This is an optimization exercise on Yosys and OpenROAD, whose aim is small area and a short achievable clock period, not a production implementation.
No run shown here included a check of the RTL's function; only the layout flow was run.
No activity file was given, so power comes from the tool's default toggle rates.

<file path="flow/config.mk">
export PLATFORM = sky130hd
export DESIGN_NAME = DSP
export DESIGN_NICKNAME = DSP
export VERILOG_FILES = /design/flow/design.v
export SDC_FILE = /design/flow/constraint.sdc
export NUM_CORES = 4
export LEC_CHECK = 0
export CAP_MARGIN = 20
export CORE_MARGIN = 2
export CORE_UTILIZATION = 60
export CTS_BUF_LIST = sky130_fd_sc_hd__clkbuf_8
export SETUP_SLACK_MARGIN = 4.5
export SLEW_MARGIN = 20
export SYNTH_HIERARCHICAL = 1
export SYNTH_MINIMUM_KEEP_SIZE = 0
</file>
<file path="flow/constraint.sdc">
create_clock -name core_clock -period 7.0 [get_ports {clk}]
set_input_delay 1.4000 -clock core_clock [delete_from_list [all_inputs] [get_ports {clk}]]
set_output_delay 1.4000 -clock core_clock [all_outputs]
set_load 0.01 [all_outputs]
</file>
<file path="flow/design.v">
module fa (input a, input b, input c, output s, output co);
    assign s  = a ^ b ^ c;
    assign co = (a & b) | (a & c) | (b & c);
endmodule
module xn2 (input a, input b, output y);
    assign y = ~(a ^ b);
endmodule
module or2 (input a, input b, output y);
    assign y = a | b;
endmodule
module fa1 (input a, input b, output s, output co);
    xn2 u_s (.a(a), .b(b), .y(s));
    or2 u_c (.a(a), .b(b), .y(co));
endmodule
module ha (input a, input b, output s, output co);
    assign s  = a ^ b;
    assign co = a & b;
endmodule
module ks18 (input [17:0] a, input [17:0] b, output [17:0] s);
    localparam W = 18;
    localparam L = 5;
    wire [W-1:0] g [0:L];
    wire [W-1:0] p [0:L];
    assign g[0] = a & b;
    assign p[0] = a ^ b;
    genvar l, i;
    generate for (l = 0; l < L; l = l + 1) begin : g_l
        for (i = 0; i < W; i = i + 1) begin : g_i
            if (i >= (1 << l)) begin : g_m
                assign g[l+1][i] = g[l][i] | (p[l][i] & g[l][i-(1<<l)]);
                assign p[l+1][i] = p[l][i] & p[l][i-(1<<l)];
            end else begin : g_k
                assign g[l+1][i] = g[l][i];
                assign p[l+1][i] = p[l][i];
            end
        end
    end endgenerate
    assign s = p[0] ^ {g[L][W-2:0], 1'b0};
endmodule
module DSP (a,b,c,d,clk,rst_n,p);
    parameter OPERATION = "ADD" ;
    input [17:0] a,b,d;
    input [47:0] c;
    input clk,rst_n;
    output reg [47:0] p;
    wire [19:0] ax = {2'b00, a};
        reg [8:0] bo, bt, bn;
    reg bz;
    reg [17:0] s1;
    wire [17:0] s0;
    ks18 u_pre (.a(b), .b(d), .s(s0));
    reg [115:0] x;
    wire [115:0] xe = x ^ 116'b01101001010010001001001000100010001000100010001000011000000000000000000000000000000000000000000000000000000000000000;
    reg [47:0] r0;
    reg [47:8] r1;
    reg rc;
    wire [47:0] cd = {c[47:36] - 12'd1, c[35:0]};
    wire [115:0] xn;
    wire [8:0] nn = ~bn;
    wire [18:0] sx = {1'b0, s1};
    wire [18:0] sy = {s1, 1'b0};
    wire [17:0] pz = {18{bz}} & s1;
    wire [18:0] pp0 = (({19{bo[0]}} & sx) | ({19{bt[0]}} & sy)) ^ {19{bn[0]}};
    wire [18:0] pp1 = (({19{bo[1]}} & sx) | ({19{bt[1]}} & sy)) ^ {19{bn[1]}};
    wire [18:0] pp2 = (({19{bo[2]}} & sx) | ({19{bt[2]}} & sy)) ^ {19{bn[2]}};
    wire [18:0] pp3 = (({19{bo[3]}} & sx) | ({19{bt[3]}} & sy)) ^ {19{bn[3]}};
    wire [18:0] pp4 = (({19{bo[4]}} & sx) | ({19{bt[4]}} & sy)) ^ {19{bn[4]}};
    wire [18:0] pp5 = (({19{bo[5]}} & sx) | ({19{bt[5]}} & sy)) ^ {19{bn[5]}};
    wire [18:0] pp6 = (({19{bo[6]}} & sx) | ({19{bt[6]}} & sy)) ^ {19{bn[6]}};
    wire [18:0] pp7 = (({19{bo[7]}} & sx) | ({19{bt[7]}} & sy)) ^ {19{bn[7]}};
    wire [18:0] pp8 = (({19{bo[8]}} & sx) | ({19{bt[8]}} & sy)) ^ {19{bn[8]}};
    wire fs1, fk1;
    wire fs2, fk2;
    wire fs3, fk3;
    wire fs4, fk4;
    wire fs5, fk5;
    wire fs6, fk6;
    wire fs7, fk7;
    wire fs8, fk8;
    wire fs9, fk9;
    wire fs10, fk10;
    wire fs11, fk11;
    wire fs12, fk12;
    wire fs13, fk13;
    wire fs14, fk14;
    wire fs15, fk15;
    wire fs16, fk16;
    wire fs17, fk17;
    wire fs18, fk18;
    wire fs19, fk19;
    wire fs20, fk20;
    wire fs21, fk21;
    wire fs22, fk22;
    wire fs23, fk23;
    wire fs24, fk24;
    wire fs25, fk25;
    wire fs26, fk26;
    wire fs27, fk27;
    wire fs28, fk28;
    wire fs29, fk29;
    wire fs30, fk30;
    wire gs1, gk1;
    wire fs31, fk31;
    wire fs32, fk32;
    wire gs2, gk2;
    wire fs33, fk33;
    wire fs34, fk34;
    wire fs35, fk35;
    wire fs36, fk36;
    wire fs37, fk37;
    wire gs3, gk3;
    wire fs38, fk38;
    wire fs39, fk39;
    wire fs40, fk40;
    wire fs41, fk41;
    wire gs4, gk4;
    wire fs42, fk42;
    wire fs43, fk43;
    wire fs44, fk44;
    wire gs5, gk5;
    wire fs45, fk45;
    wire fs46, fk46;
    wire fs47, fk47;
    wire gs6, gk6;
    wire fs48, fk48;
    wire fs49, fk49;
    wire gs7, gk7;
    wire fs50, fk50;
    wire gs8, gk8;
    wire fs51, fk51;
    wire gs9, gk9;
    wire fs52, fk52;
    wire fs53, fk53;
    wire fs54, fk54;
    wire fs55, fk55;
    wire fs56, fk56;
    wire fs57, fk57;
    wire fs58, fk58;
    wire fs59, fk59;
    wire fs60, fk60;
    wire fs61, fk61;
    wire fs62, fk62;
    wire fs63, fk63;
    wire fs64, fk64;
    wire fs65, fk65;
    wire fs66, fk66;
    wire fs67, fk67;
    wire fs68, fk68;
    wire fs69, fk69;
    wire fs70, fk70;
    wire fs71, fk71;
    wire fs72, fk72;
    wire fs73, fk73;
    wire fs74, fk74;
    wire fs75, fk75;
    wire fs76, fk76;
    wire fs77, fk77;
    wire fs78, fk78;
    wire fs79, fk79;
    wire fs80, fk80;
    wire fs81, fk81;
    wire fs82, fk82;
    wire fs83, fk83;
    wire fs84, fk84;
    wire fs85, fk85;
    wire fs86, fk86;
    wire fs87, fk87;
    wire fs88, fk88;
    wire fs89, fk89;
    wire fs90, fk90;
    wire fs91, fk91;
    wire hs1, hk1;
    wire hs2, hk2;
    wire hs3, hk3;
    wire hs4, hk4;
    wire hs5, hk5;
    wire fs92, fk92;
    wire fs93, fk93;
    wire hs6, hk6;
    wire fs94, fk94;
    wire hs7, hk7;
    wire fs95, fk95;
    wire hs8, hk8;
    wire fs96, fk96;
    wire hs9, hk9;
    wire fs97, fk97;
    wire hs10, hk10;
    wire hs11, hk11;
    wire hs12, hk12;
    wire hs13, hk13;
    wire hs14, hk14;
    wire fs98, fk98;
    wire fs99, fk99;
    wire fs100, fk100;
    wire fs101, fk101;
    wire fs102, fk102;
    wire fs103, fk103;
    wire fs104, fk104;
    wire fs105, fk105;
    wire fs106, fk106;
    wire fs107, fk107;
    wire fs108, fk108;
    wire fs109, fk109;
    wire fs110, fk110;
    wire fs111, fk111;
    wire fs112, fk112;
    wire hs15, hk15;
    wire fs113, fk113;
    wire hs16, hk16;
    wire hs17, hk17;
    wire hs18, hk18;
    wire hs19, hk19;
    wire hs20, hk20;
    wire hs21, hk21;
    wire fs114, fk114;
    wire fs115, fk115;
    wire fs116, fk116;
    wire fs117, fk117;
    wire fs118, fk118;
    wire fs119, fk119;
    wire fs120, fk120;
    wire fs121, fk121;
    wire fs122, fk122;
    wire fs123, fk123;
    wire fs124, fk124;
    wire fs125, fk125;
    wire fs126, fk126;
    wire fs127, fk127;
    wire fs128, fk128;
    wire fs129, fk129;
    wire fs130, fk130;
    wire fs131, fk131;
    wire fs132, fk132;
    wire fs133, fk133;
    wire fs134, fk134;
    wire fs135, fk135;
    wire fs136, fk136;
    wire hs22, hk22;
    wire fs137, fk137;
    wire hs23, hk23;
    wire fs138, fk138;
    wire hs24, hk24;
    wire hs25, hk25;
    wire hs26, hk26;
    wire fs139, fk139;
    wire fs140, fk140;
    wire fs141, fk141;
    wire fs142, fk142;
    wire fs143, fk143;
    wire fs144, fk144;
    wire fs145, fk145;
    wire fs146, fk146;
    wire fs147, fk147;
    wire fs148, fk148;
    wire fs149, fk149;
    wire fs150, fk150;
    wire fs151, fk151;
    wire fs152, fk152;
    wire fs153, fk153;
    wire fs154, fk154;
    wire fs155, fk155;
    wire fs156, fk156;
    wire fs157, fk157;
    wire fs158, fk158;
    wire fs159, fk159;
    wire fs160, fk160;
    wire fs161, fk161;
    wire fs162, fk162;
    wire fs163, fk163;
    wire fs164, fk164;
    wire fs165, fk165;
    wire fs166, fk166;
    wire fs167, fk167;
    wire fs168, fk168;
    wire fs169, fk169;
    wire fs170, fk170;
    wire hs27, hk27;
    fa u1 (.a(pp0[2]), .b(pp1[0]), .c(bn[1]), .s(fs1), .co(fk1));
    fa u2 (.a(pp0[4]), .b(pp1[2]), .c(pp2[0]), .s(fs2), .co(fk2));
    fa u3 (.a(pp0[5]), .b(pp1[3]), .c(pp2[1]), .s(fs3), .co(fk3));
    fa u4 (.a(pp0[6]), .b(pp1[4]), .c(pp2[2]), .s(fs4), .co(fk4));
    fa u5 (.a(pp0[7]), .b(pp1[5]), .c(pp2[3]), .s(fs5), .co(fk5));
    fa u6 (.a(pp0[8]), .b(pp1[6]), .c(pp2[4]), .s(fs6), .co(fk6));
    fa u7 (.a(pp3[2]), .b(pp4[0]), .c(bn[4]), .s(fs7), .co(fk7));
    fa u8 (.a(pp0[9]), .b(pp1[7]), .c(pp2[5]), .s(fs8), .co(fk8));
    fa u9 (.a(pp0[10]), .b(pp1[8]), .c(pp2[6]), .s(fs9), .co(fk9));
    fa u10 (.a(pp3[4]), .b(pp4[2]), .c(pp5[0]), .s(fs10), .co(fk10));
    fa u11 (.a(pp0[11]), .b(pp1[9]), .c(pp2[7]), .s(fs11), .co(fk11));
    fa u12 (.a(pp3[5]), .b(pp4[3]), .c(pp5[1]), .s(fs12), .co(fk12));
    fa u13 (.a(pp0[12]), .b(pp1[10]), .c(pp2[8]), .s(fs13), .co(fk13));
    fa u14 (.a(pp3[6]), .b(pp4[4]), .c(pp5[2]), .s(fs14), .co(fk14));
    fa u15 (.a(pp0[13]), .b(pp1[11]), .c(pp2[9]), .s(fs15), .co(fk15));
    fa u16 (.a(pp3[7]), .b(pp4[5]), .c(pp5[3]), .s(fs16), .co(fk16));
    fa u17 (.a(pp0[14]), .b(pp1[12]), .c(pp2[10]), .s(fs17), .co(fk17));
    fa u18 (.a(pp3[8]), .b(pp4[6]), .c(pp5[4]), .s(fs18), .co(fk18));
    fa u19 (.a(pp6[2]), .b(pp7[0]), .c(bn[7]), .s(fs19), .co(fk19));
    fa u20 (.a(pp0[15]), .b(pp1[13]), .c(pp2[11]), .s(fs20), .co(fk20));
    fa u21 (.a(pp3[9]), .b(pp4[7]), .c(pp5[5]), .s(fs21), .co(fk21));
    fa u22 (.a(pp0[16]), .b(pp1[14]), .c(pp2[12]), .s(fs22), .co(fk22));
    fa u23 (.a(pp3[10]), .b(pp4[8]), .c(pp5[6]), .s(fs23), .co(fk23));
    fa u24 (.a(pp6[4]), .b(pp7[2]), .c(pp8[0]), .s(fs24), .co(fk24));
    fa u25 (.a(pp0[17]), .b(pp1[15]), .c(pp2[13]), .s(fs25), .co(fk25));
    fa u26 (.a(pp3[11]), .b(pp4[9]), .c(pp5[7]), .s(fs26), .co(fk26));
    fa u27 (.a(pp6[5]), .b(pp7[3]), .c(pp8[1]), .s(fs27), .co(fk27));
    fa u28 (.a(pp0[18]), .b(pp1[16]), .c(pp2[14]), .s(fs28), .co(fk28));
    fa u29 (.a(pp3[12]), .b(pp4[10]), .c(pp5[8]), .s(fs29), .co(fk29));
    fa u30 (.a(pp6[6]), .b(pp7[4]), .c(pp8[2]), .s(fs30), .co(fk30));
    fa1 v1 (.a(nn[0]), .b(pp1[17]), .s(gs1), .co(gk1));
    fa u31 (.a(pp2[15]), .b(pp3[13]), .c(pp4[11]), .s(fs31), .co(fk31));
    fa u32 (.a(pp5[9]), .b(pp6[7]), .c(pp7[5]), .s(fs32), .co(fk32));
    fa1 v2 (.a(pp1[18]), .b(pp2[16]), .s(gs2), .co(gk2));
    fa u33 (.a(pp3[14]), .b(pp4[12]), .c(pp5[10]), .s(fs33), .co(fk33));
    fa u34 (.a(pp6[8]), .b(pp7[6]), .c(pp8[4]), .s(fs34), .co(fk34));
    fa u35 (.a(nn[1]), .b(pp2[17]), .c(pp3[15]), .s(fs35), .co(fk35));
    fa u36 (.a(pp4[13]), .b(pp5[11]), .c(pp6[9]), .s(fs36), .co(fk36));
    fa u37 (.a(pp7[7]), .b(pp8[5]), .c(pz[3]), .s(fs37), .co(fk37));
    fa1 v3 (.a(pp2[18]), .b(pp3[16]), .s(gs3), .co(gk3));
    fa u38 (.a(pp4[14]), .b(pp5[12]), .c(pp6[10]), .s(fs38), .co(fk38));
    fa u39 (.a(pp7[8]), .b(pp8[6]), .c(pz[4]), .s(fs39), .co(fk39));
    fa u40 (.a(nn[2]), .b(pp3[17]), .c(pp4[15]), .s(fs40), .co(fk40));
    fa u41 (.a(pp5[13]), .b(pp6[11]), .c(pp7[9]), .s(fs41), .co(fk41));
    fa1 v4 (.a(pp3[18]), .b(pp4[16]), .s(gs4), .co(gk4));
    fa u42 (.a(pp5[14]), .b(pp6[12]), .c(pp7[10]), .s(fs42), .co(fk42));
    fa u43 (.a(nn[3]), .b(pp4[17]), .c(pp5[15]), .s(fs43), .co(fk43));
    fa u44 (.a(pp6[13]), .b(pp7[11]), .c(pp8[9]), .s(fs44), .co(fk44));
    fa1 v5 (.a(pp4[18]), .b(pp5[16]), .s(gs5), .co(gk5));
    fa u45 (.a(pp6[14]), .b(pp7[12]), .c(pp8[10]), .s(fs45), .co(fk45));
    fa u46 (.a(nn[4]), .b(pp5[17]), .c(pp6[15]), .s(fs46), .co(fk46));
    fa u47 (.a(pp7[13]), .b(pp8[11]), .c(pz[9]), .s(fs47), .co(fk47));
    fa1 v6 (.a(pp5[18]), .b(pp6[16]), .s(gs6), .co(gk6));
    fa u48 (.a(pp7[14]), .b(pp8[12]), .c(pz[10]), .s(fs48), .co(fk48));
    fa u49 (.a(nn[5]), .b(pp6[17]), .c(pp7[15]), .s(fs49), .co(fk49));
    fa1 v7 (.a(pp6[18]), .b(pp7[16]), .s(gs7), .co(gk7));
    fa u50 (.a(nn[6]), .b(pp7[17]), .c(pp8[15]), .s(fs50), .co(fk50));
    fa1 v8 (.a(pp7[18]), .b(pp8[16]), .s(gs8), .co(gk8));
    fa u51 (.a(nn[7]), .b(pp8[17]), .c(pz[15]), .s(fs51), .co(fk51));
    fa1 v9 (.a(pp8[18]), .b(pz[16]), .s(gs9), .co(gk9));
    fa u52 (.a(fk1), .b(pp0[3]), .c(pp1[1]), .s(fs52), .co(fk52));
    fa u53 (.a(fk3), .b(fs4), .c(pp3[0]), .s(fs53), .co(fk53));
    fa u54 (.a(fk4), .b(fs5), .c(pp3[1]), .s(fs54), .co(fk54));
    fa u55 (.a(fk5), .b(fs6), .c(fs7), .s(fs55), .co(fk55));
    fa u56 (.a(fk6), .b(fk7), .c(fs8), .s(fs56), .co(fk56));
    fa u57 (.a(fk8), .b(fs9), .c(fs10), .s(fs57), .co(fk57));
    fa u58 (.a(fk9), .b(fk10), .c(fs11), .s(fs58), .co(fk58));
    fa u59 (.a(fk11), .b(fk12), .c(fs13), .s(fs59), .co(fk59));
    fa u60 (.a(fs14), .b(pp6[0]), .c(bn[6]), .s(fs60), .co(fk60));
    fa u61 (.a(fk13), .b(fk14), .c(fs15), .s(fs61), .co(fk61));
    fa u62 (.a(fk15), .b(fk16), .c(fs17), .s(fs62), .co(fk62));
    fa u63 (.a(fk17), .b(fk18), .c(fk19), .s(fs63), .co(fk63));
    fa u64 (.a(fs20), .b(fs21), .c(pp6[3]), .s(fs64), .co(fk64));
    fa u65 (.a(fk20), .b(fk21), .c(fs22), .s(fs65), .co(fk65));
    fa u66 (.a(fs23), .b(fs24), .c(bn[8]), .s(fs66), .co(fk66));
    fa u67 (.a(fk22), .b(fk23), .c(fk24), .s(fs67), .co(fk67));
    fa u68 (.a(fs25), .b(fs26), .c(fs27), .s(fs68), .co(fk68));
    fa u69 (.a(fk25), .b(fk26), .c(fk27), .s(fs69), .co(fk69));
    fa u70 (.a(fs28), .b(fs29), .c(fs30), .s(fs70), .co(fk70));
    fa u71 (.a(fk28), .b(fk29), .c(fk30), .s(fs71), .co(fk71));
    fa u72 (.a(gs1), .b(fs31), .c(fs32), .s(fs72), .co(fk72));
    fa u73 (.a(gk1), .b(fk31), .c(fk32), .s(fs73), .co(fk73));
    fa u74 (.a(gs2), .b(fs33), .c(fs34), .s(fs74), .co(fk74));
    fa u75 (.a(gk2), .b(fk33), .c(fk34), .s(fs75), .co(fk75));
    fa u76 (.a(fs35), .b(fs36), .c(fs37), .s(fs76), .co(fk76));
    fa u77 (.a(fk35), .b(fk36), .c(fk37), .s(fs77), .co(fk77));
    fa u78 (.a(gs3), .b(fs38), .c(fs39), .s(fs78), .co(fk78));
    fa u79 (.a(gk3), .b(fk38), .c(fk39), .s(fs79), .co(fk79));
    fa u80 (.a(fs40), .b(fs41), .c(pp8[7]), .s(fs80), .co(fk80));
    fa u81 (.a(fk40), .b(fk41), .c(gs4), .s(fs81), .co(fk81));
    fa u82 (.a(fs42), .b(pp8[8]), .c(pz[6]), .s(fs82), .co(fk82));
    fa u83 (.a(gk4), .b(fk42), .c(fs43), .s(fs83), .co(fk83));
    fa u84 (.a(fk43), .b(fk44), .c(gs5), .s(fs84), .co(fk84));
    fa u85 (.a(gk5), .b(fk45), .c(fs46), .s(fs85), .co(fk85));
    fa u86 (.a(fk46), .b(fk47), .c(gs6), .s(fs86), .co(fk86));
    fa u87 (.a(gk6), .b(fk48), .c(fs49), .s(fs87), .co(fk87));
    fa u88 (.a(fk49), .b(gs7), .c(pp8[14]), .s(fs88), .co(fk88));
    fa u89 (.a(gk7), .b(fs50), .c(pz[13]), .s(fs89), .co(fk89));
    fa u90 (.a(fk50), .b(gs8), .c(pz[14]), .s(fs90), .co(fk90));
    fa u91 (.a(gk9), .b(nn[8]), .c(pz[17]), .s(fs91), .co(fk91));
    ha h1 (.a(xe[29]), .b(xe[30]), .s(hs1), .co(hk1));
    ha h2 (.a(xe[34]), .b(xe[35]), .s(hs2), .co(hk2));
    ha h3 (.a(xe[38]), .b(xe[39]), .s(hs3), .co(hk3));
    ha h4 (.a(xe[42]), .b(xe[43]), .s(hs4), .co(hk4));
    ha h5 (.a(xe[46]), .b(xe[47]), .s(hs5), .co(hk5));
    fa u92 (.a(xe[50]), .b(xe[51]), .c(xe[52]), .s(fs92), .co(fk92));
    fa u93 (.a(xe[55]), .b(xe[56]), .c(xe[57]), .s(fs93), .co(fk93));
    ha h6 (.a(xe[58]), .b(xe[59]), .s(hs6), .co(hk6));
    fa u94 (.a(xe[61]), .b(xe[62]), .c(xe[63]), .s(fs94), .co(fk94));
    ha h7 (.a(xe[64]), .b(xe[65]), .s(hs7), .co(hk7));
    fa u95 (.a(xe[66]), .b(xe[67]), .c(xe[68]), .s(fs95), .co(fk95));
    ha h8 (.a(xe[70]), .b(xe[71]), .s(hs8), .co(hk8));
    fa u96 (.a(xe[74]), .b(xe[75]), .c(xe[76]), .s(fs96), .co(fk96));
    ha h9 (.a(xe[79]), .b(xe[80]), .s(hs9), .co(hk9));
    fa u97 (.a(xe[83]), .b(xe[84]), .c(xe[85]), .s(fs97), .co(fk97));
    ha h10 (.a(xe[88]), .b(xe[89]), .s(hs10), .co(hk10));
    ha h11 (.a(xe[16]), .b(xe[17]), .s(hs11), .co(hk11));
    ha h12 (.a(xe[20]), .b(xe[21]), .s(hs12), .co(hk12));
    ha h13 (.a(xe[23]), .b(xe[24]), .s(hs13), .co(hk13));
    ha h14 (.a(xe[26]), .b(xe[27]), .s(hs14), .co(hk14));
    fa u98 (.a(xe[31]), .b(xe[32]), .c(xe[33]), .s(fs98), .co(fk98));
    fa u99 (.a(xe[36]), .b(xe[37]), .c(hk1), .s(fs99), .co(fk99));
    fa u100 (.a(xe[40]), .b(xe[41]), .c(hk2), .s(fs100), .co(fk100));
    fa u101 (.a(xe[44]), .b(xe[45]), .c(hk3), .s(fs101), .co(fk101));
    fa u102 (.a(xe[48]), .b(xe[49]), .c(hk4), .s(fs102), .co(fk102));
    fa u103 (.a(xe[53]), .b(xe[54]), .c(hk5), .s(fs103), .co(fk103));
    fa u104 (.a(xe[60]), .b(fk92), .c(fs93), .s(fs104), .co(fk104));
    fa u105 (.a(fk93), .b(hk6), .c(fs94), .s(fs105), .co(fk105));
    fa u106 (.a(xe[69]), .b(fk94), .c(hk7), .s(fs106), .co(fk106));
    fa u107 (.a(xe[72]), .b(xe[73]), .c(fk95), .s(fs107), .co(fk107));
    fa u108 (.a(xe[77]), .b(xe[78]), .c(hk8), .s(fs108), .co(fk108));
    fa u109 (.a(xe[81]), .b(xe[82]), .c(fk96), .s(fs109), .co(fk109));
    fa u110 (.a(xe[86]), .b(xe[87]), .c(hk9), .s(fs110), .co(fk110));
    fa u111 (.a(xe[90]), .b(xe[91]), .c(fk97), .s(fs111), .co(fk111));
    fa u112 (.a(xe[92]), .b(xe[93]), .c(xe[94]), .s(fs112), .co(fk112));
    ha h15 (.a(xe[95]), .b(xe[96]), .s(hs15), .co(hk15));
    fa u113 (.a(xe[98]), .b(xe[99]), .c(xe[100]), .s(fs113), .co(fk113));
    ha h16 (.a(xe[102]), .b(xe[103]), .s(hs16), .co(hk16));
    ha h17 (.a(xe[5]), .b(xe[6]), .s(hs17), .co(hk17));
    ha h18 (.a(xe[8]), .b(xe[9]), .s(hs18), .co(hk18));
    ha h19 (.a(xe[10]), .b(xe[11]), .s(hs19), .co(hk19));
    ha h20 (.a(xe[12]), .b(xe[13]), .s(hs20), .co(hk20));
    ha h21 (.a(xe[14]), .b(xe[15]), .s(hs21), .co(hk21));
    fa u114 (.a(xe[18]), .b(xe[19]), .c(hs11), .s(fs114), .co(fk114));
    fa u115 (.a(xe[22]), .b(hk11), .c(hs12), .s(fs115), .co(fk115));
    fa u116 (.a(xe[25]), .b(hk12), .c(hs13), .s(fs116), .co(fk116));
    fa u117 (.a(xe[28]), .b(hk13), .c(hs14), .s(fs117), .co(fk117));
    fa u118 (.a(hs1), .b(hk14), .c(fs98), .s(fs118), .co(fk118));
    fa u119 (.a(hs2), .b(fk98), .c(fs99), .s(fs119), .co(fk119));
    fa u120 (.a(hs3), .b(fk99), .c(fs100), .s(fs120), .co(fk120));
    fa u121 (.a(hs4), .b(fk100), .c(fs101), .s(fs121), .co(fk121));
    fa u122 (.a(hs5), .b(fk101), .c(fs102), .s(fs122), .co(fk122));
    fa u123 (.a(fs92), .b(fk102), .c(fs103), .s(fs123), .co(fk123));
    fa u124 (.a(hs6), .b(fk103), .c(fs104), .s(fs124), .co(fk124));
    fa u125 (.a(hs7), .b(fk104), .c(fs105), .s(fs125), .co(fk125));
    fa u126 (.a(fs95), .b(fk105), .c(fs106), .s(fs126), .co(fk126));
    fa u127 (.a(hs8), .b(fk106), .c(fs107), .s(fs127), .co(fk127));
    fa u128 (.a(fs96), .b(fk107), .c(fs108), .s(fs128), .co(fk128));
    fa u129 (.a(hs9), .b(fk108), .c(fs109), .s(fs129), .co(fk129));
    fa u130 (.a(fs97), .b(fk109), .c(fs110), .s(fs130), .co(fk130));
    fa u131 (.a(hs10), .b(fk110), .c(fs111), .s(fs131), .co(fk131));
    fa u132 (.a(hk10), .b(fk111), .c(fs112), .s(fs132), .co(fk132));
    fa u133 (.a(xe[97]), .b(fk112), .c(hs15), .s(fs133), .co(fk133));
    fa u134 (.a(xe[101]), .b(hk15), .c(fs113), .s(fs134), .co(fk134));
    fa u135 (.a(xe[104]), .b(fk113), .c(hs16), .s(fs135), .co(fk135));
    fa u136 (.a(xe[105]), .b(xe[106]), .c(hk16), .s(fs136), .co(fk136));
    ha h22 (.a(xe[107]), .b(xe[108]), .s(hs22), .co(hk22));
    fa u137 (.a(xe[109]), .b(xe[110]), .c(xe[111]), .s(fs137), .co(fk137));
    ha h23 (.a(xe[112]), .b(xe[113]), .s(hs23), .co(hk23));
    fa u138 (.a(xe[0]), .b(xe[1]), .c(cd[0]), .s(fs138), .co(fk138));
    ha h24 (.a(xe[2]), .b(cd[1]), .s(hs24), .co(hk24));
    ha h25 (.a(xe[3]), .b(cd[2]), .s(hs25), .co(hk25));
    ha h26 (.a(xe[4]), .b(cd[3]), .s(hs26), .co(hk26));
    fa u139 (.a(xe[7]), .b(hs17), .c(cd[4]), .s(fs139), .co(fk139));
    fa u140 (.a(hk17), .b(hs18), .c(cd[5]), .s(fs140), .co(fk140));
    fa u141 (.a(hk18), .b(hs19), .c(cd[6]), .s(fs141), .co(fk141));
    fa u142 (.a(hk19), .b(hs20), .c(cd[7]), .s(fs142), .co(fk142));
    fa u143 (.a(hk20), .b(hs21), .c(cd[8]), .s(fs143), .co(fk143));
    fa u144 (.a(hk21), .b(fs114), .c(cd[9]), .s(fs144), .co(fk144));
    fa u145 (.a(fk114), .b(fs115), .c(cd[10]), .s(fs145), .co(fk145));
    fa u146 (.a(fk115), .b(fs116), .c(cd[11]), .s(fs146), .co(fk146));
    fa u147 (.a(fk116), .b(fs117), .c(cd[12]), .s(fs147), .co(fk147));
    fa u148 (.a(fk117), .b(fs118), .c(cd[13]), .s(fs148), .co(fk148));
    fa u149 (.a(fk118), .b(fs119), .c(cd[14]), .s(fs149), .co(fk149));
    fa u150 (.a(fk119), .b(fs120), .c(cd[15]), .s(fs150), .co(fk150));
    fa u151 (.a(fk120), .b(fs121), .c(cd[16]), .s(fs151), .co(fk151));
    fa u152 (.a(fk121), .b(fs122), .c(cd[17]), .s(fs152), .co(fk152));
    fa u153 (.a(fk122), .b(fs123), .c(cd[18]), .s(fs153), .co(fk153));
    fa u154 (.a(fk123), .b(fs124), .c(cd[19]), .s(fs154), .co(fk154));
    fa u155 (.a(fk124), .b(fs125), .c(cd[20]), .s(fs155), .co(fk155));
    fa u156 (.a(fk125), .b(fs126), .c(cd[21]), .s(fs156), .co(fk156));
    fa u157 (.a(fk126), .b(fs127), .c(cd[22]), .s(fs157), .co(fk157));
    fa u158 (.a(fk127), .b(fs128), .c(cd[23]), .s(fs158), .co(fk158));
    fa u159 (.a(fk128), .b(fs129), .c(cd[24]), .s(fs159), .co(fk159));
    fa u160 (.a(fk129), .b(fs130), .c(cd[25]), .s(fs160), .co(fk160));
    fa u161 (.a(fk130), .b(fs131), .c(cd[26]), .s(fs161), .co(fk161));
    fa u162 (.a(fk131), .b(fs132), .c(cd[27]), .s(fs162), .co(fk162));
    fa u163 (.a(fk132), .b(fs133), .c(cd[28]), .s(fs163), .co(fk163));
    fa u164 (.a(fk133), .b(fs134), .c(cd[29]), .s(fs164), .co(fk164));
    fa u165 (.a(fk134), .b(fs135), .c(cd[30]), .s(fs165), .co(fk165));
    fa u166 (.a(fk135), .b(fs136), .c(cd[31]), .s(fs166), .co(fk166));
    fa u167 (.a(fk136), .b(hs22), .c(cd[32]), .s(fs167), .co(fk167));
    fa u168 (.a(hk22), .b(fs137), .c(cd[33]), .s(fs168), .co(fk168));
    fa u169 (.a(fk137), .b(hs23), .c(cd[34]), .s(fs169), .co(fk169));
    fa u170 (.a(xe[114]), .b(hk23), .c(cd[35]), .s(fs170), .co(fk170));
    ha h27 (.a(xe[115]), .b(cd[36]), .s(hs27), .co(hk27));
    assign xn[0] = pp0[0];
    assign xn[1] = bn[0];
    assign xn[2] = pp0[1];
    assign xn[3] = fs1;
    assign xn[4] = fs52;
    assign xn[5] = fk52;
    assign xn[6] = fs2;
    assign xn[7] = bn[2];
    assign xn[8] = fk2;
    assign xn[9] = fs3;
    assign xn[10] = fs53;
    assign xn[11] = bn[3];
    assign xn[12] = fk53;
    assign xn[13] = fs54;
    assign xn[14] = fk54;
    assign xn[15] = fs55;
    assign xn[16] = fk55;
    assign xn[17] = fs56;
    assign xn[18] = pp3[3];
    assign xn[19] = pp4[1];
    assign xn[20] = fk56;
    assign xn[21] = fs57;
    assign xn[22] = bn[5];
    assign xn[23] = fk57;
    assign xn[24] = fs58;
    assign xn[25] = fs12;
    assign xn[26] = fk58;
    assign xn[27] = fs59;
    assign xn[28] = fs60;
    assign xn[29] = fk59;
    assign xn[30] = fk60;
    assign xn[31] = fs61;
    assign xn[32] = fs16;
    assign xn[33] = pp6[1];
    assign xn[34] = fk61;
    assign xn[35] = fs62;
    assign xn[36] = fs18;
    assign xn[37] = fs19;
    assign xn[38] = fk62;
    assign xn[39] = fs63;
    assign xn[40] = fs64;
    assign xn[41] = pp7[1];
    assign xn[42] = fk63;
    assign xn[43] = fk64;
    assign xn[44] = fs65;
    assign xn[45] = fs66;
    assign xn[46] = fk65;
    assign xn[47] = fk66;
    assign xn[48] = fs67;
    assign xn[49] = fs68;
    assign xn[50] = fk67;
    assign xn[51] = fk68;
    assign xn[52] = fs69;
    assign xn[53] = fs70;
    assign xn[54] = pz[0];
    assign xn[55] = fk69;
    assign xn[56] = fk70;
    assign xn[57] = fs71;
    assign xn[58] = fs72;
    assign xn[59] = pp8[3];
    assign xn[60] = pz[1];
    assign xn[61] = fk71;
    assign xn[62] = fk72;
    assign xn[63] = fs73;
    assign xn[64] = fs74;
    assign xn[65] = pz[2];
    assign xn[66] = fk73;
    assign xn[67] = fk74;
    assign xn[68] = fs75;
    assign xn[69] = fs76;
    assign xn[70] = fk75;
    assign xn[71] = fk76;
    assign xn[72] = fs77;
    assign xn[73] = fs78;
    assign xn[74] = fk77;
    assign xn[75] = fk78;
    assign xn[76] = fs79;
    assign xn[77] = fs80;
    assign xn[78] = pz[5];
    assign xn[79] = fk79;
    assign xn[80] = fk80;
    assign xn[81] = fs81;
    assign xn[82] = fs82;
    assign xn[83] = fk81;
    assign xn[84] = fk82;
    assign xn[85] = fs83;
    assign xn[86] = fs44;
    assign xn[87] = pz[7];
    assign xn[88] = fk83;
    assign xn[89] = fs84;
    assign xn[90] = fs45;
    assign xn[91] = pz[8];
    assign xn[92] = fk84;
    assign xn[93] = fs85;
    assign xn[94] = fs47;
    assign xn[95] = fk85;
    assign xn[96] = fs86;
    assign xn[97] = fs48;
    assign xn[98] = fk86;
    assign xn[99] = fs87;
    assign xn[100] = pp8[13];
    assign xn[101] = pz[11];
    assign xn[102] = fk87;
    assign xn[103] = fs88;
    assign xn[104] = pz[12];
    assign xn[105] = fk88;
    assign xn[106] = fs89;
    assign xn[107] = fk89;
    assign xn[108] = fs90;
    assign xn[109] = fk90;
    assign xn[110] = gk8;
    assign xn[111] = fs51;
    assign xn[112] = fk51;
    assign xn[113] = gs9;
    assign xn[114] = fs91;
    assign xn[115] = fk91;
    wire [47:0] r0n = {cd[47], cd[46], cd[45], cd[44], cd[43], cd[42], cd[41], cd[40], cd[39], cd[38], hk27, fk170, fk169, fk168, fk167, fk166, fk165, fk164, fk163, fk162, fk161, fk160, fk159, fk158, fk157, fk156, fk155, fk154, fk153, fk152, fk151, fk150, fk149, fk148, fk147, fk146, fk145, fk144, fk143, fk142, fk141, fk140, fk139, hk26, hk25, hk24, fk138, fs138};
    wire [47:0] r1n = {1'b0, 1'b0, 1'b0, 1'b0, 1'b0, 1'b0, 1'b0, 1'b0, 1'b0, 1'b0, cd[37], hs27, fs170, fs169, fs168, fs167, fs166, fs165, fs164, fs163, fs162, fs161, fs160, fs159, fs158, fs157, fs156, fs155, fs154, fs153, fs152, fs151, fs150, fs149, fs148, fs147, fs146, fs145, fs144, fs143, fs142, fs141, fs140, fs139, hs26, hs25, hs24, 1'b0};
    always @(posedge clk) s1 <= s0;
    wire [8:0] lo = r0n[7:0] + r1n[7:0];
    wire [40:0] hi = {r0[47:8], 1'b1} + {r1[47:8], rc};
    always @(posedge clk or negedge rst_n) begin
        if (!rst_n) begin
            bo <= 0; bt <= 0; bn <= 0; bz <= 0;
            x <= 0; r0 <= 0; r1 <= 0; rc <= 0; p <= 0;
        end else begin
            bo[0] <= ax[0] ^ 1'b0;
            bt[0] <= (ax[1] & ~ax[0] & ~1'b0) | (~ax[1] & ax[0] & 1'b0);
            bn[0] <= ax[1];
            bo[1] <= ax[2] ^ ax[1];
            bt[1] <= (ax[3] & ~ax[2] & ~ax[1]) | (~ax[3] & ax[2] & ax[1]);
            bn[1] <= ax[3];
            bo[2] <= ax[4] ^ ax[3];
            bt[2] <= (ax[5] & ~ax[4] & ~ax[3]) | (~ax[5] & ax[4] & ax[3]);
            bn[2] <= ax[5];
            bo[3] <= ax[6] ^ ax[5];
            bt[3] <= (ax[7] & ~ax[6] & ~ax[5]) | (~ax[7] & ax[6] & ax[5]);
            bn[3] <= ax[7];
            bo[4] <= ax[8] ^ ax[7];
            bt[4] <= (ax[9] & ~ax[8] & ~ax[7]) | (~ax[9] & ax[8] & ax[7]);
            bn[4] <= ax[9];
            bo[5] <= ax[10] ^ ax[9];
            bt[5] <= (ax[11] & ~ax[10] & ~ax[9]) | (~ax[11] & ax[10] & ax[9]);
            bn[5] <= ax[11];
            bo[6] <= ax[12] ^ ax[11];
            bt[6] <= (ax[13] & ~ax[12] & ~ax[11]) | (~ax[13] & ax[12] & ax[11]);
            bn[6] <= ax[13];
            bo[7] <= ax[14] ^ ax[13];
            bt[7] <= (ax[15] & ~ax[14] & ~ax[13]) | (~ax[15] & ax[14] & ax[13]);
            bn[7] <= ax[15];
            bo[8] <= ax[16] ^ ax[15];
            bt[8] <= (ax[17] & ~ax[16] & ~ax[15]) | (~ax[17] & ax[16] & ax[15]);
            bn[8] <= ax[17];
            bz <= a[17];
            x  <= xn ^ 116'b01101001010010001001001000100010001000100010001000011000000000000000000000000000000000000000000000000000000000000000;
            r0 <= {r0n[47:8], lo[7:0]};
            r1 <= r1n[47:8];
            rc <= lo[8];
            p  <= {hi[40:1], r0[7:0]};
        end
    end
endmodule
</file>
<file path="flow/flow/run.sh">
#!/bin/bash
# Standard ORFS layout (the standard.sh, unchanged synthesis), except that the
# input and output ports are buffered with a plain buffer cell instead of the
# delay-type buffer that buffer_ports picks by default.
set -euo pipefail
bash standard.sh "BUFFER_PORTS_ARGS=-buffer_cell sky130_fd_sc_hd__buf_1" finish > orfs_make.log 2>&1
</file>
<file path="flow/standard.sh">
#!/bin/bash
# synth_recipe.tcl (not shown) runs the flow's synth.tcl, then flattens the netlist and writes it again
# the make line also repeats each setting of config.mk as NAME=value (left out here)
make -C /OpenROAD-flow-scripts/flow DESIGN_CONFIG=/design/flow/config.mk WORK_HOME=/design/flow/orfs CLKGATE_MAP_FILE= SYNTH_SCRIPT=/design/flow/synth_recipe.tcl "${@:-finish}"
</file>
==> results of run 1 <==
cells in the mapped netlist, types with 5 or more instances:
| master | n |
|---|---|
| inv_1 | 66 |
| o211ai_1 | 12 |
| xor2_1 | 36 |
| o22ai_1 | 5 |
| nor4_1 | 5 |
| o21a_1 | 5 |
| o21ai_0 | 35 |
| o31ai_1 | 7 |
| dfxtp_1 | 18 |
| nor2_1 | 31 |
| ha_1 | 82 |
| or2_1 | 9 |
| nor3_1 | 12 |
| buf_1 | 18 |
| clkbuf_1 | 88 |
| and2_1 | 20 |
| nand4_1 | 16 |
| o21bai_1 | 12 |
| or3_1 | 5 |
| a22oi_1 | 154 |
| a211oi_1 | 6 |
| fa_1 | 173 |
| nand2_1 | 55 |
| dfrtp_1 | 270 |
| nand3b_1 | 11 |
| o21ai_1 | 7 |
| xnor2_1 | 214 |
| a21oi_1 | 54 |
| nand2b_1 | 9 |
| a21o_1 | 18 |
| a31oi_1 | 7 |
| nand3_1 | 15 |
Yosys stat by module (local to each module, per instance), a selection:
module	cells inside	flops+latches
DSP	1190	288
ks18	117	0
fa	1	0
ha	1	0
xn2	1	0
or2	1	0
sequential cells by signal (all words and copies together), names as in the netlist:
register / flops
bn: 9
s1: 18
r0: 48
r1: 30
rc: 1
p: 48
x: 116
bo: 9
bt: 9
stage by stage:
stage	instance area [um^2]	setup slack (ns)	util, %	instances	power, mW
detailed placement	18900	3.86	64.1	1961	8.50
global route	20100	4.43	67.9	2053	11.0
floorplan	18200	4.12	-	1522	6.86
finish	20100	4.47	67.9	2053	10.0
global placement	18900	3.90	64.1	1961	8.29
CTS	20000	4.47	67.5	2049	10.0
how the worst max path moves through the flow:
stage	from	end	slack (ns)	cells after the start
floorplan	c[1]	r0[7]	4.12	10
global placement	c[0]	r0[7]	3.90	11
detailed placement	c[0]	r0[7]	3.86	11
CTS	x[57]	r1[11]	4.47	4
global route	c[0]	r0[7]	4.43	11
finish	x[56]	r1[11]	4.47	4
layout make-up:
class / instances / area, um^2
Clock buffer: 54 / 743
Multi-Input combinational cell: 1057 / 10500
Fill cell: 2263 / 9480
Timing Repair Buffer: 168 / 746
Sequential cell: 288 / 7160
Inverter: 66 / 248
Clock inverter: 30 / 181
Tap cell: 390 / 488
cells by family after synthesis:
logic type | Yosys count
and+or+nand+nor | 205
xor gates and xnor gates | 250
muxes | 3
adders and majority gates | 255
buffers and inverters | 177
AOI/OAI and AO/OA | 344
DFF | 288
placed cells by master (no fill, tap or decap), types with 5 or more instances in the layout:
| cell type | netlist | layout |
|---|---|---|
| a21o_1 | 18 | 18 |
| a21oi_1 | 54 | 45 |
| a21oi_2 | 0 | 9 |
| a22oi_1 | 154 | 154 |
| a31oi_1 | 7 | 6 |
| and2_1 | 20 | 20 |
| buf_1 | 18 | 128 |
| buf_4 | 1 | 16 |
| clkbuf_2 | 0 | 22 |
| clkbuf_8 | 0 | 54 |
| clkinv_2 | 0 | 5 |
| dfrtp_1 | 270 | 251 |
| dfrtp_2 | 0 | 19 |
| dfxtp_2 | 0 | 18 |
| fa_1 | 173 | 167 |
| fa_2 | 0 | 6 |
| ha_1 | 82 | 62 |
| ha_2 | 0 | 5 |
| ha_4 | 0 | 15 |
| inv_1 | 66 | 84 |
| nand2_1 | 55 | 54 |
| nand2b_1 | 9 | 9 |
| nand3_1 | 15 | 14 |
| nand3b_1 | 11 | 11 |
| nand4_1 | 16 | 16 |
| nor2_1 | 31 | 30 |
| nor3_1 | 12 | 11 |
| o211ai_1 | 12 | 12 |
| o21a_1 | 5 | 5 |
| o21ai_0 | 35 | 31 |
| o21ai_1 | 7 | 10 |
| o21bai_1 | 12 | 12 |
| o31ai_1 | 7 | 5 |
| or2_1 | 9 | 9 |
| xnor2_1 | 214 | 214 |
| xor2_1 | 36 | 35 |
power by group:
part           internal [mW]  switching, mW  leakage, nW
combinational           2.56           3.12         4.42
sequential              2.46          0.470         3.30
clock                  0.749          0.665        0.547
total                   5.77           4.25         8.27
per-layer routing:
layer | share of wire (%) | global-route usage [%] | routed length (um)
met4 | 2.5 | 8.09 | 1000
met1 | 44 | 39.5 | 18000
met3 | 8.9 | 6.06 | 3620
met2 | 44 | 40.2 | 18100
met5 | 0 | 0 | 0
what timing repair did:
action | in CTS | in global routing
buffers inserted | 4 | 4
setup endpoints to repair | 52 | 93
gates resized for setup | 32 | 48
pin swaps | 9 | 11
endpoints found under the hold margin | 0 | 0
worst register-to-register path: stages (launching register included):
cell     delay (ns)
dfrtp_1        0.38
fa_2           0.62
fa_1           0.45
fa_1           0.52
fa_1           0.41
==> results.yml, run 1 <==
grt:
  globalRoute.totalOverflow: 0
  track_usage_pct: 26.9
  antenna_found_initial: 0
  grt_max_degree: 156
  grt_pass1_wl_um: 65600
  grt_pass1_vias: 12276
clocking:
  numCtsBuffers: 48
  hold_buffers: 0
  cts.sinks: 288
  cts_buffer_depth: 3
  htreeDepth: 2
  tritoncts: "done"
  clk_latency_ns: 0.60
  cts_root_buf: "clkbuf_8"
  clk_pin_slew_ns: 0.06
place:
  dp_hpwl_um: 28600
  numPortBuffers: 151
  gp_congestion: 0.837
worst_setup_path:
  critPathBufInv: 0
  path_cells: "fa_2 -> fa_1 -> fa_1 -> fa_1"
  start_kind: "register"
  crit_slowest_cell: "fa_2"
  cp_top_family: "adder cells"
  crit_top_cell: "fa_1"
  r2r_slack_ns: 4.47
  crit_required_ns: 7.45
  rr_endpoint: "r1[11]"
  arrival_ns: 2.99
  max_stage_delay_ns: 0.62
  worstSetupEndpointType: "register"
  crit_fanout: 1
  rr_startpoint: "x[56]"
  worstRegToRegCells: 4
  criticalPathCategory: "reg2reg"
synthesis:
  synth-xor-area-share_pct: 12.2
  synth_top_area_share_pct: 37.6
  synth_nets: 1881
  muxShareOfSynthArea_pct: 0.167
  syn-instance-count: 1522
  synth_top_family_by_area: "adder cells"
  syn_area_per_cell_um2: 11.8
  synth_adder_area_share_pct: 25.0
  ys_async_sr_fraction_pct: 93.8
  synth_compound_area_share_pct: 13.4
  synth.yosys.warnings: 8
  yosys.area_share.simple_pct: 5.92
  synth_edf_count: 0
  ys_ff_latch: 288
  syn_area_um2: 18000
  synth_cell_types: 59
  synth_top_area_cell: "dfrtp_1"
  ys_top_cells_by_area: "dfrtp_1 38%, fa_1 19%, xnor2_1 10%"
  ys_seq_area_share_pct: 39.6
  synthFlopType: "dfrtp_1"
pwr:
  powerDensity_nw_per_um2: 499
  ir_drop_uv: 200
  power.leakage_nw: 8.27
routing:
  viasPerCell: 5.83
  vias: 11973
  ant_nets: 0
  wl_per_cell_um: 19.8
  first_pass_iters: 5
  drt-initial-drc-count: 929
  routed_wl_um: 40800
  drc: 0
hold_path:
  hold_depth: 0
  hold_class: "reg2reg"
  whs_endpoint: "p[2]"
  min_from: "r0[2]"
sta:
  hold_slack_ns: 0.349
  tns_ns: 0
  fin_skew_ns: 0.0489
  max_freq_mhz: 395
  rsz0062_at_grt: "true"
  post-route-min-period_ns: 2.53
  drv_slew: 0
  worst_slew_pin_slew_ns: 0.845
  setup_viol: 0
  hold_viol_final: 0
  period_share_pct: 36.2
  slew_headroom_pct: 43.7
floorplanning:
  io_pins: 152
  start_util_pct: 60.8
  die_area_um2: 31400
  core_area_um2: 29600
  fp.dieH_um: 177
  core.rowCount: 63
  die_w_um: 177
final_layout:
  nets: 1988
  drive_gt1_share_pct: 12.4
  area_growth_pct: 11.7
  antenna_cells: 0
job:
  max-cap-violations: 0
outcome:
  status: "no timing/DRC/antenna violations"
==> run 2, diff against run 1 <==
--- a/flow/design.v
+++ b/flow/design.v
@@ -52,7 +52,7 @@
     reg [115:0] x;
     wire [115:0] xe = x ^ 116'b01101001010010001001001000100010001000100010001000011000000000000000000000000000000000000000000000000000000000000000;
     reg [47:0] r0;
-    reg [47:8] r1;
+    reg [47:6] r1;
     reg rc;
     wire [47:0] cd = {c[47:36] - 12'd1, c[35:0]};
     wire [115:0] xn;
@@ -600,8 +600,8 @@
     wire [47:0] r0n = {cd[47], cd[46], cd[45], cd[44], cd[43], cd[42], cd[41], cd[40], cd[39], cd[38], hk27, fk170, fk169, fk168, fk167, fk166, fk165, fk164, fk163, fk162, fk161, fk160, fk159, fk158, fk157, fk156, fk155, fk154, fk153, fk152, fk151, fk150, fk149, fk148, fk147, fk146, fk145, fk144, fk143, fk142, fk141, fk140, fk139, hk26, hk25, hk24, fk138, fs138};
     wire [47:0] r1n = {1'b0, 1'b0, 1'b0, 1'b0, 1'b0, 1'b0, 1'b0, 1'b0, 1'b0, 1'b0, cd[37], hs27, fs170, fs169, fs168, fs167, fs166, fs165, fs164, fs163, fs162, fs161, fs160, fs159, fs158, fs157, fs156, fs155, fs154, fs153, fs152, fs151, fs150, fs149, fs148, fs147, fs146, fs145, fs144, fs143, fs142, fs141, fs140, fs139, hs26, hs25, hs24, 1'b0};
     always @(posedge clk) s1 <= s0;
-    wire [8:0] lo = r0n[7:0] + r1n[7:0];
-    wire [40:0] hi = {r0[47:8], 1'b1} + {r1[47:8], rc};
+    wire [6:0] lo = r0n[5:0] + r1n[5:0];
+    wire [42:0] hi = {r0[47:6], 1'b1} + {r1[47:6], rc};
     always @(posedge clk or negedge rst_n) begin
         if (!rst_n) begin
             bo <= 0; bt <= 0; bn <= 0; bz <= 0;
@@ -636,10 +636,10 @@
             bn[8] <= ax[17];
             bz <= a[17];
             x  <= xn ^ 116'b01101001010010001001001000100010001000100010001000011000000000000000000000000000000000000000000000000000000000000000;
-            r0 <= {r0n[47:8], lo[7:0]};
-            r1 <= r1n[47:8];
-            rc <= lo[8];
-            p  <= {hi[40:1], r0[7:0]};
+            r0 <= {r0n[47:6], lo[5:0]};
+            r1 <= r1n[47:6];
+            rc <= lo[6];
+            p  <= {hi[42:1], r0[5:0]};
         end
     end
 endmodule
--- a/flow/config.mk
+++ b/flow/config.mk
@@ -9,6 +9,8 @@
 export CORE_MARGIN = 2
 export CORE_UTILIZATION = 60
 export CTS_BUF_LIST = sky130_fd_sc_hd__clkbuf_8
+export CTS_CLUSTER_DIAMETER = 60
+export CTS_CLUSTER_SIZE = 16
 export SETUP_SLACK_MARGIN = 4.5
 export SLEW_MARGIN = 20
 export SYNTH_HIERARCHICAL = 1
==> run 2 against run 1 <==
Net effect:
- worst hold slack better by 0.0055 ns
- flip-flop and latch count up 2
- routed wire length down 1.3%
- setup slack better by 0.016 ns
- core utilization up 0.25 points
- count of clock-buffer cells in the layout down 26
- clock skew down 0.027 ns
- design area about the same
- final cell count down 2.9%
- non-clock buffer count up 10
- clock power down 28%
- critical endpoint is now p[36]
- largest power group unchanged
- highest routed layer unchanged
==> results.yml, run 2 <==
routing:
  vias: 11738
  drc: 0
  viasPerCell: 5.89
  drt-initial-drc-count: 968
  routed_wl_um: 40200
  first_pass_iters: 6
  ant_nets: 0
  wl_per_cell_um: 20.2
outcome:
  status: "no timing/DRC/antenna violations"
synthesis:
  synth_top_area_cell: "dfrtp_1"
  synth_cell_types: 68
  ys_ff_latch: 290
  synth_adder_area_share_pct: 25.1
  syn-instance-count: 1491
  muxShareOfSynthArea_pct: 0.112
  ys_seq_area_share_pct: 40.0
  ys_top_cells_by_area: "dfrtp_1 38%, fa_1 19%, xnor2_1 11%"
  synth_common_cells: "272 x dfrtp_1, 220 x xnor2_1, 173 x fa_1"
  syn_area_um2: 17900
  synth_edf_count: 0
  synth_compound_area_share_pct: 12.5
  synth.yosys.warnings: 8
  yosysMostFrequentCell: "dfrtp_1"
  synth_top_family_by_area: "adder cells"
  syn_area_per_cell_um2: 12.0
  synth-xor-area-share_pct: 12.5
  ys_async_sr_fraction_pct: 93.8
  yosys.area_share.simple_pct: 5.91
  synthFlopType: "dfrtp_1"
  synth_top_area_share_pct: 38.0
  synth_nets: 1850
clocking:
  numCtsBuffers: 26
  cts_root_buf: "clkbuf_8"
  cts_buffer_depth: 3
  clk_pin_slew_ns: 0.10
  tritoncts: "done"
  htreeDepth: 1
  clk_latency_ns: 0.59
  cts.sinks: 290
grt:
  grt_max_degree: 137
  grt_pass1_vias: 12068
  antenna_found_initial: 0
  grt_pass1_wl_um: 64000
  globalRoute.totalOverflow: 0
  track_usage_pct: 26.2
pwr:
  p_total_mw: 9.90
  ir_drop_uv: 222
  powerDensity_nw_per_um2: 492
  power.leakage_nw: 8.17
final_layout:
  nets: 1950
  top_register: "x"
  antenna_cells: 0
  drive_gt1_share_pct: 15.6
  mostFrequentLayoutCells: "258 x dfrtp_1, 220 x xnor2_1, 168 x fa_1, 154 x a22oi_1, 106 x buf_1"
  final_common_cell: "dfrtp_1"
  area_growth_pct: 12.3
  utilization_pct: 68.2
  largestRegisters: "x (116), p (48), r0 (48)"
  largest_reg_flops: 116
floorplanning:
  fp.dieH_um: 177
  core_area_um2: 29500
  die_area_um2: 31200
  die_w_um: 177
  io_pins: 152
  start_util_pct: 60.7
  core.rowCount: 63
worst_setup_path:
  crit_fanout: 4
  cp-startpoint: "r0[6]"
  crit_required_ns: 7.45
  worstSetupEndpointType: "register"
  criticalPathCategory: "reg2reg"
  rr_startpoint: "r0[6]"
  start_kind: "register"
  arrival_ns: 2.97
sta:
  fin_skew_ns: 0.0221
  slew_headroom_pct: 47.8
  post-route-min-period_ns: 2.52
  hold_slack_ns: 0.354
  drv_slew: 0
  period_share_pct: 35.9
  hold_viol_final: 0
  worst_slew_pin_slew_ns: 0.782
  setup_viol: 0
  rsz0062_at_grt: "true"
  tns_ns: 0
  max_freq_mhz: 397
place:
  dp_hpwl_um: 27800
  numPortBuffers: 151
  gp_congestion: 0.878
hold_path:
  hold_class: "reg2reg"
  min_from: "r0[5]"
job:
  max-cap-violations: 0
==> run 2: cell count changes in the layout (fill, tap and decap cells not counted), sizes merged, moves of 6 or more <==
cell / change
xnor2: +6
nand4: -6
a21oi: -7
buf: -11
nand2: +6
inv: -16
==> run 2: modules after synthesis, one instance, submodules excluded, a selection <==
module  cells  area (um^2)  flops+latches  times used
xn2         1         8.76              0           9
or2         1         6.26              0           9
fa          1         20.0              0         170
DSP      1159        13200            290           1
ha          1         12.5              0          27
ks18      117          845              0           1
==> run 2: power breakdown <==
part | internal [mW] | switching [mW]
logic | 2.78 | 3.10
registers | 2.47 | 0.541
clock network | 0.425 | 0.581
==> run 2: critical path, cell delays in order (launching register included) <==
cell      delay [ns]
dfrtp_1         0.44
ha_4            0.30
a211oi_4        0.06
nor2_4          0.17
o21ai_4         0.08
o311ai_4        0.37
a31oi_4         0.17
o21a_1          0.25
o41ai_2         0.40
xnor2_1         0.13
==> run 2: worst paths after layout <==
check / cells after the start / slack [ns] / to
setup / recovery: 9 / 4.48 / p[36]
hold / removal: 0 / 0.35 / p[5]
setup reg to reg: 9 / 4.48 / p[36]
hold reg to reg: 0 / 0.35 / p[5]
max in group asynchronous: 2 / 4.90 / bt[6]
min in group asynchronous: 1 / 0.87 / p[8]
==> run 2: what timing repair did <==
item | in CTS | in global routing
pin swaps | 22 | 35
setup endpoints to repair | 87 | 100
gates resized for setup | 70 | 84
hold endpoints to repair | 0 | 0
buffers inserted | 7 | 10
gates cloned | 0 | 0
hold buffers | 0 | 0
==> run 2: through the flow <==
| stage | setup WS, ns | std cells | instance area, um^2 |
|---|---|---|---|
| after detailed placement | 3.91 | 1936 | 18900 |
| after global placement | 3.95 | 1936 | 18900 |
| after floorplan | 4.36 | 1491 | 18200 |
| final | 4.48 | 1994 | 20100 |
| after global routing | 4.39 | 1994 | 20100 |
| after CTS | 4.45 | 1984 | 19800 |
==> run 2: logic make-up after synthesis <==
family | after synthesis
and+or+nand+nor | 202
DFF | 290
AOI/OAI and AO/OA | 316
muxes | 2
buffers and inverters | 171
xor gates and xnor gates | 255
adders and majority gates | 255
==> run 2: layout make-up <==
type	count	area (um^2)
clock inverter	13	130
timing repair buffer	178	855
clock buffer	28	385
multi-input combinational	1030	10800
sequential	290	7210
fill	2234	9380
inverter	65	244
tap	390	488
==> run 2: routing by layer <==
metal	global-route usage (%)	wire (um)	up-vias	part of all wire (%)
met5	0	0	-	0
met4	7.71	1070	0	2.7
met3	2.99	2820	100	7.0
met2	40.4	18200	486	45
met1	39.6	18100	5915	45
li1	-	-	5237	-

## re-timing with driven ports
No port has a modelled driver above. Below, the same layouts with a new extraction and two added sets of constraints.
Step 1 sets driving cells, clkbuf_16 on the clock port and buf_2 on the other inputs (assumed; they add their load-dependent delay and slew).
Step 2 times the ports against the registers' clock, not the clock port: input delays grow and output delays shrink by t, the midpoint of the rising clock arrivals with the driver on.
Three values: ideal, step 1, step 2; two values: the first two.
| run | t, ns | setup WS [ns] | worst register clock-pin slew, ns | worst slew at a driven data input, ns | pins driven straight from the clock port |
|---|---|---|---|---|---|
| run 1 | 0.629 | 4.468 / 4.468 / 3.891 | 0.07 / 0.07 | 0.04 | 1 |
| run 2 | 0.627 | 4.484 / 4.448 / 4.033 | 0.10 / 0.10 | 0.04 | 1 |
After both steps every run listed still meets setup and hold. The setup slack of run 1, which loses most, moves by 0.000 ns with the drivers and by -0.577 ns with both steps.
